Context: an optimization exercise on an open-source flow, tuned for small area. The choices shown serve that exercise and are no tape-out recipe. Power figures rest on the tool's default switching activity, not on a simulated workload.

Design CV_LR5_TOP, start of the top module:
module CV_LR5_TOP
(
    input CLK,
    input SYS_NRST,
    input UART_RXD,
    output wire UART_TXD,
    output [7:0] LED
);
localparam T_ADD = 3'd0, T_MUL = 3'd1, T_WR = 3'd2, T_ON = 3'd3,
           T_OFF = 3'd4, T_LED = 3'd5, T_ERR = 3'd6;
localparam S_IDLE = 4'd0, S_KW = 4'd1, S_OP1 = 4'd3,
           S_SP2 = 4'd4, S_OP2 = 4'd5, S_CR = 4'd6, S_LF = 4'd7,
           S_EXEC = 4'd8, S_TX = 4'd9;
reg [7:0] ph;
always @(posedge CLK) ph <= ph + 8'd1;
wire [5:0] p6 = ph[5:0];
wire pass_beg = (p6 == 6'd0);
wire pass_end = (p6 == 6'd63);
reg s1, s2;
always @(posedge CLK) begin
    s1 <= UART_RXD;
    s2 <= s1;
end
localparam RX_ARM = 2'd0, RX_BSY = 2'd1, RX_SKP = 2'd2, RX_RST = 2'd3;
reg [1:0] rxst;
reg [7:0] rsh;
wire rx_smp = (p6 == 6'd62);
always @(posedge CLK, negedge SYS_NRST)
begin
    if (!SYS_NRST) rxst <= RX_RST;
    else if (rx_smp)
        case (rxst)
            RX_ARM:  if (!s2) rxst <= RX_BSY;
            RX_BSY:  if (rsh[0]) rxst <= RX_SKP;      
            default: rxst <= RX_ARM;
        endcase
end
always @(posedge CLK)
begin
    if (rx_smp) begin
        if (rxst == RX_ARM) begin
            if (!s2) rsh <= 8'h80;
        end
        else if (rxst == RX_BSY) rsh <= {s2, rsh[7:1]};
    end
end
wire rx_done = (rxst == RX_SKP) & pass_end;
wire [7:0] ch = rsh;
wire is_dig = (ch[7:4] == 4'h3) & (~ch[3] | (ch[2:1] == 2'b00));
wire is_let = (ch[7:6] == 2'b01) & ~ch[4] & ~ch[3] & (ch[2:0] != 3'd0) & (ch[2:0] != 3'd7);
wire hexok = is_dig | is_let;
wire [3:0] hv = ch[6] ? ch[3:0] + 4'd9 : ch[3:0];
reg [3:0] st;
reg [2:0] ty;
reg [4:0] c;
reg wp;            
reg [4:0] dg;      
reg mat;           
  ...
Size in the first run: ~450 flip-flops, ~12 I/O pins.
Settings: LEC_CHECK=0, CAP_MARGIN=0, CORE_MARGIN=2, CORE_UTILIZATION=70, CTS_BUF_LIST=sky130_fd_sc_hd__clkbuf_4, CTS_CLUSTER_DIAMETER=50, CTS_CLUSTER_SIZE=10, SLEW_MARGIN=0; clock period 15.0 ns.
standard.sh (not shown) runs the stock make flow with config.mk's settings and CLKGATE_MAP_FILE= SYNTH_SCRIPT=/design/flow/synth_recipe.tcl, a recipe that flattens the netlist after the stock synthesis.
==> flow/flow/run.sh <==
#!/bin/bash
set -euo pipefail
cd "$(dirname "$0")/.."
bash standard.sh SYNTH_SCRIPT="$PWD/flow/area_synth.tcl" \
    "BUFFER_PORTS_ARGS=-buffer_cell sky130_fd_sc_hd__buf_1" finish > flow_make.log 2>&1
==> flow/flow/area_synth.tcl <==
# The standard flow's synthesis script (synth_recipe.tcl, beside flow/), with one change:
# the combinational logic is mapped by Yosys's default ABC script, which aims
# at area, instead of ORFS's delay-driven script with buffering and sizing.
# Flip-flop mapping, names and everything else are unchanged.
proc abc {args} {
  set keep [list]
  set skip 0
  foreach a $args {
    if { $skip } { set skip 0; continue }
    if { $a in {-script -constr -D} } { set skip 1; continue }
    lappend keep $a
  }
  yosys abc {*}$keep
}
source [file join [file dirname [file normalize [info script]]] .. synth_recipe.tcl]
Rerun with:
==> flow/flow/run.sh (replaced) <==
#!/bin/bash
set -euo pipefail
cd "$(dirname "$0")/.."
bash standard.sh SYNTH_SCRIPT="$PWD/flow/area_synth.tcl" finish > flow_make.log 2>&1
Settings changed: CAP_MARGIN 0 to 20, CORE_UTILIZATION 70 to 60, CTS_BUF_LIST sky130_fd_sc_hd__clkbuf_4 to sky130_fd_sc_hd__clkbuf_8, CTS_CLUSTER_DIAMETER 50 to 60, CTS_CLUSTER_SIZE 10 to 15, SLEW_MARGIN 0 to 20.
Effect: The changed run completed without violations; area after synthesis is unchanged; via count goes down by 7.3%; total power goes up by 1.8%; core utilization goes down by 9.8 points; cell area increases by 1.8%; routed wire length went down by 13%; setup slack gets better by 0.086 ns; clock power rose by 8.9%; count of clock-buffer cells in the layout went down by 27.
No run of this note included a check of the RTL's function; only the layout flow was run.

==> re-timing with driven ports <==
The results above use ideal ports. As a check the final layouts listed here were re-extracted and re-timed, cells and wires unchanged.
Step 1 assumes that a clkbuf_16 drives the clock port and a buf_2 every other input.
Step 2 adds t to the input delays and takes it off the output delays; t is the mean of the earliest and latest rising clock arrival at the registers after step 1. Input paths then give back, and output paths get back, about the clock's delay inside the block.
Three values: no drivers, after step 1, after step 2; two values: the first two.
run	t (ns)	setup WS [ns]	worst hold slack (ns)	worst setup path after step 2	clock arrival spread, ns
the first run	0.732	9.847 / 9.847 / 9.847	0.285 / 0.285 / 0.285	register to register	0.072 / 0.071
the second run	0.577	9.933 / 9.933 / 9.933	0.316 / 0.316 / 0.316	register to register	0.026 / 0.025
After both steps setup and hold are still met in every run listed.
